What follows belongs to an exercise in optimizing a design on an open flow for small area; a production flow would make more cautious choices. In this exercise RTL edits were held to simulation tests only and were not proved equivalent to the original. Power figures rest on the tool's default switching activity, not on a simulated workload.

==> flow/design.v <==
module axi_gpio #(
    parameter int N_GPIOS = 32,
    parameter int AXI_ADDR_WIDTH = 12,
    parameter int AXI_DATA_WIDTH = 32
)(
   input aclk,
   input aresetn,
   input  logic [N_GPIOS-1:0] gpio_in_raw ,
   output logic [N_GPIOS-1:0] gpio_out,
   output logic irq,  
   output logic arready,
   input logic [AXI_ADDR_WIDTH-1:0] araddr,
   input logic arvalid,
   output logic [AXI_DATA_WIDTH-1:0] rdata,
   output logic [1:0] rresp,
   output logic rvalid,
   input logic rready,
   input logic wvalid,
   output logic wready,
   input logic [AXI_DATA_WIDTH-1:0] wdata,
   input logic [AXI_DATA_WIDTH/8-1:0] wstrb,
   input logic bready,
   output logic bvalid,
   output logic [1:0] bresp,
   output logic awready,
   input logic [AXI_ADDR_WIDTH-1:0] awaddr,
   input logic awvalid
);
  localparam logic [3:0] DIR_W      = 4'h0;
  localparam logic [3:0] OUT_W      = 4'h1;
  localparam logic [3:0] OUT_SET_W  = 4'h2;
  localparam logic [3:0] OUT_CLR_W  = 4'h3;
  localparam logic [3:0] IN_W       = 4'h4;
  localparam logic [3:0] IRQ_MASK_W = 4'h5;
  localparam logic [3:0] IRQ_STAT_W = 4'h6;
  localparam logic [3:0] IRQ_CLR_W  = 4'h7;
  localparam logic [3:0] EDGE_EN_W  = 4'h8;
  localparam logic [3:0] EDGE_POL_W = 4'h9;
  localparam logic [3:0] LVL_POL_W  = 4'hA;
  localparam logic [3:0] VERSION_W  = 4'hB;
  localparam logic [3:0] SCRATCH_W  = 4'hC;
  localparam logic [3:0] DEBOUNCE_W = 4'hD;
  logic [31:0] dir_q, out_q, irq_mask_q, irq_status_q;
  logic [31:0] edge_en_q, edge_npol_q, lvl_npol_q, scratch_q;
  wire [31:0] edge_pol_q = ~edge_npol_q;
  wire [31:0] lvl_pol_q = ~lvl_npol_q;
  logic [7:0]  debounce_cfg_q;
  logic [31:0] in_meta, in_sync, in_db_q, in_db_d;
  logic [7:0]  db_cnt [0:31];
  logic [3:0]  awcode_q;
  logic [31:0] wdata_q;
  logic [3:0]  wstrb_q;
  logic        clr_p1, clr_p2;    
  wire wr_apply = ~bvalid & ~awready & ~wready;
  always_ff @(posedge aclk) begin
    if (awready) awcode_q <= awaddr[5:2] | {4{|awaddr[11:6]}};
    if (wready) begin
      wdata_q <= wdata;
      wstrb_q <= wstrb;
    end
  end
  always_ff @(posedge aclk or negedge aresetn) begin
    if (!aresetn) begin
      awready <= 1'b1;
      wready  <= 1'b1;
      bvalid  <= 1'b0;
    end else begin
      if (awvalid & awready) awready <= 1'b0;
      if (wvalid & wready)   wready  <= 1'b0;
      if (wr_apply)          bvalid  <= 1'b1;
      if (bvalid & bready) begin
        bvalid  <= 1'b0;
        awready <= 1'b1;
        wready  <= 1'b1;
      end
    end
  end
  assign bresp = 2'b00;
  wire [31:0] bmask = {{8{wstrb_q[3]}}, {8{wstrb_q[2]}}, {8{wstrb_q[1]}}, {8{wstrb_q[0]}}};
  wire [31:0] w1    = wdata_q & bmask;
  wire wr_dir   = wr_apply & (awcode_q == DIR_W);
  wire wr_out   = wr_apply & (awcode_q == OUT_W);
  wire wr_set   = wr_apply & (awcode_q == OUT_SET_W);
  wire wr_clr   = wr_apply & (awcode_q == OUT_CLR_W);
  wire wr_mask  = wr_apply & (awcode_q == IRQ_MASK_W);
  wire wr_iclr  = wr_apply & (awcode_q == IRQ_CLR_W);
  wire wr_een   = wr_apply & (awcode_q == EDGE_EN_W);
  wire wr_epol  = wr_apply & (awcode_q == EDGE_POL_W);
  wire wr_lpol  = wr_apply & (awcode_q == LVL_POL_W);
  wire wr_scr   = wr_apply & (awcode_q == SCRATCH_W);
  wire wr_db    = wr_apply & (awcode_q == DEBOUNCE_W);
  always_ff @(posedge aclk or negedge aresetn) begin
    if (!aresetn) begin
      dir_q          <= '0;
      out_q          <= '0;
      irq_mask_q     <= '0;
      edge_en_q      <= '0;
      edge_npol_q    <= '0;
      lvl_npol_q     <= '0;
      scratch_q      <= '0;
      debounce_cfg_q <= '0;
      clr_p1         <= 1'b0;
      clr_p2         <= 1'b0;
    end else begin
      for (int i = 0; i < 32; i++) begin
        if (bmask[i]) begin
          if (wr_dir)  dir_q[i]      <= wdata_q[i];
          if (wr_out)  out_q[i]      <= wdata_q[i];
          if (wr_set & wdata_q[i]) out_q[i] <= 1'b1;
          if (wr_clr & wdata_q[i]) out_q[i] <= 1'b0;
          if (wr_mask) irq_mask_q[i] <= wdata_q[i];
          if (wr_een)  edge_en_q[i]  <= wdata_q[i];
          if (wr_epol) edge_npol_q[i] <= ~wdata_q[i];
          if (wr_lpol) lvl_npol_q[i]  <= ~wdata_q[i];
          if (wr_scr)  scratch_q[i]  <= wdata_q[i];
        end
      end
      if (wr_db & wstrb_q[0]) debounce_cfg_q <= wdata_q[7:0];
      clr_p1 <= wr_iclr;
      clr_p2 <= clr_p1;
    end
  end
  always_ff @(posedge aclk or negedge aresetn) begin
    if (!aresetn) begin
      in_meta <= '0;
      in_sync <= '0;
      in_db_q <= '0;
      in_db_d <= '0;
    end else begin
      in_meta <= gpio_in_raw;
      in_sync <= in_meta;
      in_db_d <= in_db_q;
      for (int i = 0; i < 32; i++)
        if ((in_sync[i] != in_db_q[i]) && ((debounce_cfg_q == 8'd0) || (db_cnt[i] >= debounce_cfg_q)))
          in_db_q[i] <= in_sync[i];
    end
  end
  always_ff @(posedge aclk) begin
    for (int i = 0; i < 32; i++) begin
      if ((in_sync[i] == in_db_q[i]) || (debounce_cfg_q == 8'd0) || (db_cnt[i] >= debounce_cfg_q))
        db_cnt[i] <= 8'd0;
      else
        db_cnt[i] <= db_cnt[i] + 8'd1;
    end
  end
  wire [31:0] rise = in_db_q & ~in_db_d;
  wire [31:0] fall = ~in_db_q & in_db_d;
  wire [31:0] edge_evt  = ((edge_pol_q & rise) | (~edge_pol_q & fall)) & edge_en_q;
  wire [31:0] level_evt = (in_db_q ~^ lvl_pol_q) & ~edge_en_q;
  wire [31:0] clr_mask  = clr_p2 ? w1 : 32'd0;
  always_ff @(posedge aclk or negedge aresetn) begin
    if (!aresetn) irq_status_q <= '0;
    else          irq_status_q <= (irq_status_q | edge_evt | level_evt) & ~clr_mask;
  end
  assign irq = |(irq_status_q & irq_mask_q);
  assign gpio_out = out_q & dir_q;
  always_ff @(posedge aclk or negedge aresetn) begin
    if (!aresetn) rvalid <= 1'b0;
    else if (arvalid & ~rvalid) rvalid <= 1'b1;
    else if (rready) rvalid <= 1'b0;
  end
  assign arready = ~rvalid;
  assign rresp   = 2'b00;
  logic [31:0] rd_mux;
  always_comb begin
    rd_mux = '0;
    if (araddr[11:6] == 6'd0) begin
      case (araddr[5:2])
        DIR_W:      rd_mux = dir_q;
        OUT_W,
        OUT_SET_W,
        OUT_CLR_W:  rd_mux = out_q;
        IN_W:       rd_mux = in_db_q;
        IRQ_MASK_W: rd_mux = irq_mask_q;
        IRQ_STAT_W: rd_mux = irq_status_q;
        EDGE_EN_W:  rd_mux = edge_en_q;
        EDGE_POL_W: rd_mux = edge_pol_q;
        LVL_POL_W:  rd_mux = lvl_pol_q;
        VERSION_W:  rd_mux = 32'h0001_0000;
        SCRATCH_W:  rd_mux = scratch_q;
        DEBOUNCE_W: rd_mux = {24'd0, debounce_cfg_q};
        default:    rd_mux = '0;
      endcase
    end
  end
  always_ff @(posedge aclk) begin
    if (~rvalid) rdata <= rd_mux;
  end
endmodule
export LEC_CHECK = 0
export CAP_MARGIN = 5
export CORE_MARGIN = 2
export CORE_UTILIZATION = 75
export PLACE_DENSITY = 0.92
export SLEW_MARGIN = 5
create_clock -name core_clock -period 5.0 [get_ports {aclk}]
standard.sh (not shown) runs the stock make flow with config.mk's settings and CLKGATE_MAP_FILE= SYNTH_SCRIPT=/design/flow/synth_recipe.tcl, a recipe that flattens the netlist after the stock synthesis.
==> flow/flow/run.sh <==
#!/bin/bash
# Own layout flow:
#  1. the standard synthesis (standard.sh synth), unchanged;
#  2. the combinational cells of its netlist are re-mapped by ABC with
#     area-oriented scripts (several seeds, smallest kept); every flip-flop
#     instance (name, cell type) is kept, and each result is proven
#     equivalent to the standard netlist before it may be used;
#  3. the standard layout from that netlist, with input/output ports
#     buffered by buf_1 cells and a clock tree of clkbuf_8 leaf clusters
#     without dummy loads.
set -uo pipefail
here=$(pwd)
R=$here/orfs/results/$FLOW_PLATFORM/axi_gpio/base
export LIB=$FLOW_HOME/platforms/$FLOW_PLATFORM/lib/sky130_fd_sc_hd__tt_025C_1v80.lib

bash standard.sh synth > synth.log 2>&1 || exit 1

python3 flow/splitlib.py $LIB seq.lib comb.lib > splitlib.log 2>&1
DU=""
for c in $(sed -n '/DONT_USE_CELLS/,/^#/p' $FLOW_HOME/platforms/$FLOW_PLATFORM/config.mk | grep -o 'sky130_fd_sc_hd__[a-z0-9_]*'); do
  DU="$DU -dont_use $c"
done
export DU
cp $R/1_2_yosys.v 1_2_yosys_std.v

for t in s0 s7 s13 fast; do
  bash flow/remap.sh 1_2_yosys_std.v 1_2_yosys_$t.v flow/remap_$t.abc $t > remap_sh_$t.log 2>&1 &
done
wait
best=""; barea=""
for t in s0 s7 s13 fast; do
  [[ -s area_$t.txt ]] || continue
  a=$(cat area_$t.txt)
  if [[ -z "$best" ]] || awk "BEGIN{exit !($a < $barea)}"; then best=$t; barea=$a; fi
done
echo "remap choice: ${best:-none} area ${barea:-n/a}" > remap_choice.log
if [[ -n "$best" ]]; then
  cp 1_2_yosys_$best.v $R/1_2_yosys.v
  rm -f $R/1_synth.odb
fi

bash standard.sh \
  BUFFER_PORTS_ARGS="-buffer_cell sky130_fd_sc_hd__buf_1" \
  CTS_ARGS="-sink_clustering_enable -repair_clock_nets -dont_use_dummy_load -buf_list sky130_fd_sc_hd__clkbuf_8 -sink_clustering_size 14 -sink_clustering_max_diameter 80 -sink_buffer_max_cap_derate 1.0" \
  finish > finish.log 2>&1
Other scripts of this flow, unchanged in this note and not shown: flow/flow/remap.sh, flow/flow/remap_fast.abc, flow/flow/remap_s0.abc, flow/flow/remap_s13.abc, flow/flow/remap_s21.abc, flow/flow/remap_s7.abc, flow/flow/splitlib.py
The starting point ran to the end with no violations.
Change:
- CORE_UTILIZATION: 75 -> 40
- PLACE_DENSITY: 0.92 -> 0.85
Effect: Count of clock-buffer cells in the layout does not change. Cell area increases by 1.5%. Total power fell by 0.98%. Sequential power barely changes. Routed wire length drops by 4.0%. Cell count is higher by 11%. Non-clock buffer count fell by 5. Setup slack gets better by 0.0058 ns. Core utilization is lower by 38 points. Synthesized cell count does not change.
Change:
--- a/flow/flow/run.sh
+++ b/flow/flow/run.sh
@@ -42,4 +42,4 @@
 bash standard.sh \
   BUFFER_PORTS_ARGS="-buffer_cell sky130_fd_sc_hd__buf_1" \
-  CTS_ARGS="-sink_clustering_enable -repair_clock_nets -dont_use_dummy_load -buf_list sky130_fd_sc_hd__clkbuf_8 -sink_clustering_size 14 -sink_clustering_max_diameter 80 -sink_buffer_max_cap_derate 1.0" \
+  CTS_ARGS="-sink_clustering_enable -repair_clock_nets -dont_use_dummy_load -buf_list sky130_fd_sc_hd__clkbuf_8 -sink_clustering_size 18 -sink_clustering_max_diameter 80 -sink_buffer_max_cap_derate 1.0" \
   finish > finish.log 2>&1
- CORE_UTILIZATION: 40 -> 70
- PLACE_DENSITY: 0.85 -> 0.8
What happened: Via count goes up by 0.71%. Wire length goes down by 0.33%. Critical path depth goes up by 10. Fmax goes down by 2.1%. Setup slack degrades by 0.081 ns. Die area goes down by 42%. Design area goes down by 2.1%.
Change:
--- a/flow/flow/run.sh
+++ b/flow/flow/run.sh
@@ -42,4 +42,4 @@
 bash standard.sh \
   BUFFER_PORTS_ARGS="-buffer_cell sky130_fd_sc_hd__buf_1" \
-  CTS_ARGS="-sink_clustering_enable -repair_clock_nets -dont_use_dummy_load -buf_list sky130_fd_sc_hd__clkbuf_8 -sink_clustering_size 18 -sink_clustering_max_diameter 80 -sink_buffer_max_cap_derate 1.0" \
+  CTS_ARGS="-sink_clustering_enable -repair_clock_nets -dont_use_dummy_load -buf_list sky130_fd_sc_hd__clkbuf_8 -sink_clustering_size 14 -sink_clustering_max_diameter 80 -sink_buffer_max_cap_derate 1.0" \
   finish > finish.log 2>&1
- CORE_UTILIZATION: 70 -> 40
- PLACE_DENSITY: 0.8 -> default
After rerunning:
- The new run finished with timing, DRC and antenna clean
- final area came out higher by 2.3%
- clock-buffer cell count came out higher by 12
- combinational power came out lower by about 2%
- first-iteration DRC count came out lower by 34%
- synthesized area is unchanged
- critical path depth came out lower by 10
- wire length came out higher by 4.5%
- sequential share of layout area came out lower by 1.2 points
- total power came out higher by 2.4%
- global-route usage came out lower by 17 points
- non-clock buffer count came out higher by 5
Change:
--- a/flow/flow/run.sh
+++ b/flow/flow/run.sh
@@ -7,5 +7,5 @@
 #     equivalent to the standard netlist before it may be used;
 #  3. the standard layout from that netlist, with input/output ports
-#     buffered by buf_1 cells and a clock tree of clkbuf_8 leaf clusters
+#     buffered by buf_1 cells and a clock tree of clkbuf_8 leaf clusters (at most 16 sinks each)
 #     without dummy loads.
 set -uo pipefail
@@ -42,4 +42,4 @@
 bash standard.sh \
   BUFFER_PORTS_ARGS="-buffer_cell sky130_fd_sc_hd__buf_1" \
-  CTS_ARGS="-sink_clustering_enable -repair_clock_nets -dont_use_dummy_load -buf_list sky130_fd_sc_hd__clkbuf_8 -sink_clustering_size 14 -sink_clustering_max_diameter 80 -sink_buffer_max_cap_derate 1.0" \
+  CTS_ARGS="-sink_clustering_enable -repair_clock_nets -dont_use_dummy_load -buf_list sky130_fd_sc_hd__clkbuf_8 -sink_clustering_size 16 -sink_clustering_max_diameter 80 -sink_buffer_max_cap_derate 1.0" \
   finish > finish.log 2>&1
- CORE_UTILIZATION: 40 -> 70
- PLACE_DENSITY: default -> 0.8
Final cell count fell by about 10%.
Area after synthesis does not change.
Hold slack gets better by 0.075 ns.
Routed wire length fell by 4.5%.
Clock-buffer cell count fell by 7.
Sequential share of layout area rose by 1.1 points.
Power fell by about 1.5%.
Worst setup slack gets worse by 0.12 ns.
Combinational power rose by about 2%.
Change:
--- a/flow/flow/run.sh
+++ b/flow/flow/run.sh
@@ -7,5 +7,5 @@
 #     equivalent to the standard netlist before it may be used;
 #  3. the standard layout from that netlist, with input/output ports
-#     buffered by buf_1 cells and a clock tree of clkbuf_8 leaf clusters (at most 16 sinks each)
+#     buffered by buf_1 cells and a clock tree of clkbuf_8 leaf clusters
 #     without dummy loads.
 set -uo pipefail
Effect: The changed run completed without violations; via count is unchanged; total power is unchanged; global-route usage is unchanged.

RTL: the design.v shown in full above, as it stands there.
export LEC_CHECK = 0
export CAP_MARGIN = 20
export CORE_MARGIN = 2
export CORE_UTILIZATION = 60
export SLEW_MARGIN = 20
create_clock -name core_clock -period 5.0 [get_ports {aclk}]
==> flow/flow/run.sh <==
#!/bin/bash
# Own layout flow:
#  1. the standard synthesis (standard.sh synth), unchanged;
#  2. the combinational cells of its netlist are re-mapped by ABC with
#     area-oriented scripts (several seeds, smallest kept); every flip-flop
#     instance (name, cell type) is kept, and each result is proven
#     equivalent to the standard netlist before it may be used;
#  3. the standard layout from that netlist, with input/output ports
#     buffered by buf_1 cells and a clock tree of clkbuf_8 leaf clusters
#     without dummy loads.
set -uo pipefail
here=$(pwd)
R=$here/orfs/results/$FLOW_PLATFORM/axi_gpio/base
export LIB=$FLOW_HOME/platforms/$FLOW_PLATFORM/lib/sky130_fd_sc_hd__tt_025C_1v80.lib

bash standard.sh synth > synth.log 2>&1 || exit 1

python3 flow/splitlib.py $LIB seq.lib comb.lib > splitlib.log 2>&1
DU=""
for c in $(sed -n '/DONT_USE_CELLS/,/^#/p' $FLOW_HOME/platforms/$FLOW_PLATFORM/config.mk | grep -o 'sky130_fd_sc_hd__[a-z0-9_]*'); do
  DU="$DU -dont_use $c"
done
export DU
cp $R/1_2_yosys.v 1_2_yosys_std.v

for t in s0 s7 s13 fast; do
  bash flow/remap.sh 1_2_yosys_std.v 1_2_yosys_$t.v flow/remap_$t.abc $t > remap_sh_$t.log 2>&1 &
done
wait
best=""; barea=""
for t in s0 s7 s13 fast; do
  [[ -s area_$t.txt ]] || continue
  a=$(cat area_$t.txt)
  if [[ -z "$best" ]] || awk "BEGIN{exit !($a < $barea)}"; then best=$t; barea=$a; fi
done
echo "remap choice: ${best:-none} area ${barea:-n/a}" > remap_choice.log
if [[ -n "$best" ]]; then
  cp 1_2_yosys_$best.v $R/1_2_yosys.v
  rm -f $R/1_synth.odb
fi

bash standard.sh \
  BUFFER_PORTS_ARGS="-buffer_cell sky130_fd_sc_hd__buf_1" \
  CTS_ARGS="-sink_clustering_enable -repair_clock_nets -dont_use_dummy_load -buf_list sky130_fd_sc_hd__clkbuf_8 -sink_clustering_size 14 -sink_clustering_max_diameter 80 -sink_buffer_max_cap_derate 1.0" \
  finish > finish.log 2>&1
==> flow/flow/remap_s0.abc <==
strash
&get -n
&deepsyn -J 50 -T 240 -S 0
&put
dch -f
amap -m -F 4 -A 10 -C 2000
topo
==> flow/flow/remap_s13.abc <==
strash
&get -n
&deepsyn -J 50 -T 240 -S 13
&put
dch -f
amap -m -F 4 -A 10 -C 2000
topo
==> flow/flow/remap_s21.abc <==
strash
&get -n
&deepsyn -J 50 -T 240 -S 21
&put
dch -f
amap -m -F 4 -A 10 -C 2000
topo
==> flow/flow/remap_s7.abc <==
strash
&get -n
&deepsyn -J 50 -T 240 -S 7
&put
dch -f
amap -m -F 4 -A 10 -C 2000
topo
Other scripts of this flow, unchanged in this note and not shown: flow/flow/remap.sh, flow/flow/remap_fast.abc, flow/flow/splitlib.py
The first run ran to the end with no violations.
Edit:
--- a/flow/flow/run.sh
+++ b/flow/flow/run.sh
@@ -4,3 +4,3 @@
 #  2. the combinational cells of its netlist are re-mapped by ABC with
-#     area-oriented scripts (several seeds, smallest kept); every flip-flop
+#     area-oriented scripts (eight seeds of ABC's &deepsyn plus one quick script, smallest kept); every flip-flop
 #     instance (name, cell type) is kept, and each result is proven
@@ -25,8 +25,11 @@
 
-for t in s0 s7 s13 fast; do
-  bash flow/remap.sh 1_2_yosys_std.v 1_2_yosys_$t.v flow/remap_$t.abc $t > remap_sh_$t.log 2>&1 &
+# two waves of four ABC runs (the flow has four CPUs)
+for wave in "s0 s1 s2 s5" "s7 s13 s17 s29 fast"; do
+  for t in $wave; do
+    bash flow/remap.sh 1_2_yosys_std.v 1_2_yosys_$t.v flow/remap_$t.abc $t > remap_sh_$t.log 2>&1 &
+  done
+  wait
 done
-wait
 best=""; barea=""
-for t in s0 s7 s13 fast; do
+for t in s0 s1 s2 s5 s7 s13 s17 s29 fast; do
   [[ -s area_$t.txt ]] || continue
==> flow/flow/remap_s0.abc (replaced) <==
strash
&get -n
&deepsyn -J 50 -T 240 -S 0
&put
dch -f
amap -m -F 8 -A 20 -C 5000
topo
==> flow/flow/remap_s1.abc (new file) <==
strash
&get -n
&deepsyn -J 50 -T 240 -S 1
&put
dch -f
amap -m -F 8 -A 20 -C 5000
topo
==> flow/flow/remap_s13.abc (replaced) <==
strash
&get -n
&deepsyn -J 50 -T 240 -S 13
&put
dch -f
amap -m -F 8 -A 20 -C 5000
topo
==> flow/flow/remap_s17.abc (new file) <==
strash
&get -n
&deepsyn -J 50 -T 240 -S 17
&put
dch -f
amap -m -F 8 -A 20 -C 5000
topo
==> flow/flow/remap_s2.abc (new file) <==
strash
&get -n
&deepsyn -J 50 -T 240 -S 2
&put
dch -f
amap -m -F 8 -A 20 -C 5000
topo
==> flow/flow/remap_s29.abc (new file) <==
strash
&get -n
&deepsyn -J 50 -T 240 -S 29
&put
dch -f
amap -m -F 8 -A 20 -C 5000
topo
==> flow/flow/remap_s5.abc (new file) <==
strash
&get -n
&deepsyn -J 50 -T 240 -S 5
&put
dch -f
amap -m -F 8 -A 20 -C 5000
topo
==> flow/flow/remap_s7.abc (replaced) <==
strash
&get -n
&deepsyn -J 50 -T 240 -S 7
&put
dch -f
amap -m -F 8 -A 20 -C 5000
topo
- CORE_UTILIZATION: 60 -> 40
removed: flow/flow/remap_s21.abc
Outcome: Wire length rose by 2.2%; via count fell by 3.9%; area after synthesis hardly moves; maximum frequency rose by 6.7%; register-to-register slack barely changes; hold slack degrades by 0.052 ns; sequential cell count stays the same; combinational power rose by about 2%; design area rose by 1.4%; global-route usage fell by 12 points; worst setup slack improves by 0.25 ns.
Edit:
--- a/flow/flow/run.sh
+++ b/flow/flow/run.sh
@@ -4,3 +4,3 @@
 #  2. the combinational cells of its netlist are re-mapped by ABC with
-#     area-oriented scripts (eight seeds of ABC's &deepsyn plus one quick script, smallest kept); every flip-flop
+#     area-oriented scripts (several seeds, smallest kept); every flip-flop
 #     instance (name, cell type) is kept, and each result is proven
@@ -25,11 +25,8 @@
 
-# two waves of four ABC runs (the flow has four CPUs)
-for wave in "s0 s1 s2 s5" "s7 s13 s17 s29 fast"; do
-  for t in $wave; do
-    bash flow/remap.sh 1_2_yosys_std.v 1_2_yosys_$t.v flow/remap_$t.abc $t > remap_sh_$t.log 2>&1 &
-  done
-  wait
+for t in s0 s7 s13 fast; do
+  bash flow/remap.sh 1_2_yosys_std.v 1_2_yosys_$t.v flow/remap_$t.abc $t > remap_sh_$t.log 2>&1 &
 done
+wait
 best=""; barea=""
-for t in s0 s1 s2 s5 s7 s13 s17 s29 fast; do
+for t in s0 s7 s13 fast; do
   [[ -s area_$t.txt ]] || continue
@@ -46,3 +43,3 @@
   BUFFER_PORTS_ARGS="-buffer_cell sky130_fd_sc_hd__buf_1" \
-  CTS_ARGS="-sink_clustering_enable -repair_clock_nets -dont_use_dummy_load -buf_list sky130_fd_sc_hd__clkbuf_8 -sink_clustering_size 14 -sink_clustering_max_diameter 80 -sink_buffer_max_cap_derate 1.0" \
+  CTS_ARGS="-sink_clustering_enable -repair_clock_nets -dont_use_dummy_load -buf_list sky130_fd_sc_hd__clkbuf_16 -sink_clustering_size 28 -sink_clustering_max_diameter 60 -sink_buffer_max_cap_derate 1.0" \
   finish > finish.log 2>&1
==> flow/flow/remap_s0.abc (replaced) <==
strash
&get -n
&deepsyn -J 50 -T 240 -S 0
&put
dch -f
amap -m -F 4 -A 10 -C 2000
topo
==> flow/flow/remap_s13.abc (replaced) <==
strash
&get -n
&deepsyn -J 50 -T 240 -S 13
&put
dch -f
amap -m -F 4 -A 10 -C 2000
topo
==> flow/flow/remap_s21.abc (new file) <==
strash
&get -n
&deepsyn -J 50 -T 240 -S 21
&put
dch -f
amap -m -F 4 -A 10 -C 2000
topo
==> flow/flow/remap_s7.abc (replaced) <==
strash
&get -n
&deepsyn -J 50 -T 240 -S 7
&put
dch -f
amap -m -F 4 -A 10 -C 2000
topo
- CAP_MARGIN: 20 -> 5
- CORE_UTILIZATION: 40 -> 70
- PLACE_DENSITY: unset -> 0.8
- SLEW_MARGIN: 20 -> 5
removed: flow/flow/remap_s1.abc
removed: flow/flow/remap_s17.abc
removed: flow/flow/remap_s2.abc
removed: flow/flow/remap_s29.abc
removed: flow/flow/remap_s5.abc
What happened:
- cell area decreases by 1.2%
- synthesized area stays flat
- power increases by about 2.5%
- first-iteration DRC count increases by about 45%
- cell count decreases by about 9%
- worst setup slack is worse by 0.11 ns
- non-clock buffer count decreases by 11
Edit:
--- a/flow/flow/run.sh
+++ b/flow/flow/run.sh
@@ -43,3 +43,3 @@
   BUFFER_PORTS_ARGS="-buffer_cell sky130_fd_sc_hd__buf_1" \
-  CTS_ARGS="-sink_clustering_enable -repair_clock_nets -dont_use_dummy_load -buf_list sky130_fd_sc_hd__clkbuf_16 -sink_clustering_size 28 -sink_clustering_max_diameter 60 -sink_buffer_max_cap_derate 1.0" \
+  CTS_ARGS="-sink_clustering_enable -repair_clock_nets -dont_use_dummy_load -buf_list sky130_fd_sc_hd__clkbuf_16 -sink_clustering_size 28 -sink_clustering_max_diameter 100 -sink_buffer_max_cap_derate 1.0" \
   finish > finish.log 2>&1
- CAP_MARGIN: 5 -> 20
- CORE_UTILIZATION: 70 -> 40
- PLACE_DENSITY: 0.8 -> unset
- SLEW_MARGIN: 5 -> 20
Fmax climbs by 3.0%. Area after synthesis is unchanged. Register-to-register slack gets better by 0.11 ns. Cell area increases by 0.93%. Core utilization shrinks by 33 points.

[what the ideal ports hide]
The results above use ideal ports. As a check the final layouts listed here were re-extracted and re-timed, cells and wires unchanged.
Step 1, drivers: a clkbuf_16 drives aclk and a buf_2 each remaining input, both assumed.
Step 2 also shifts input and output timing later by t, the mid clock arrival at the registers, as if the neighbouring blocks saw the same clock.
a / b / c = no drivers / after step 1 / after step 2; a / b = the first two.
| run | shift t [ns] | setup WS [ns] | worst setup path after step 2 | worst register clock-pin slew, ns |
|---|---|---|---|---|
| the first run of note 1 | 0.748 | 1.160 / 1.160 / 1.160 | register to register | 0.11 / 0.11 |
| the second run of note 1 | 0.730 | 1.166 / 1.110 / 1.078 | input to register | 0.10 / 0.10 |
| the third run of note 1 | 0.712 | 1.084 / 1.084 / 1.084 | register to register | 0.12 / 0.12 |
| the fourth run of note 1 | 0.759 | 1.241 / 1.181 / 1.231 | input to register | 0.10 / 0.10 |
| the fifth run of note 1 | 0.738 | 1.116 / 1.116 / 1.116 | register to register | 0.11 / 0.11 |
| the sixth run of note 1 | 0.738 | 1.116 / 1.116 / 1.116 | register to register | 0.11 / 0.11 |
| the first run of note 2 | 0.758 | 0.986 / 0.925 / 1.313 | register to register | 0.10 / 0.10 |
| the second run of note 2 | 0.776 | 1.239 / 1.180 / 1.317 | register to register | 0.11 / 0.11 |
| the third run of note 2 | 0.643 | 1.129 / 1.129 / 1.129 | register to register | 0.10 / 0.10 |
| the fourth run of note 2 | 0.690 | 1.241 / 1.241 / 1.193 | input to register | 0.11 / 0.11 |
After both steps every run listed still meets setup and hold. For the second run of note 1, which loses most, drivers alone change the setup slack by -0.056 ns; drivers and shift together by -0.088 ns.
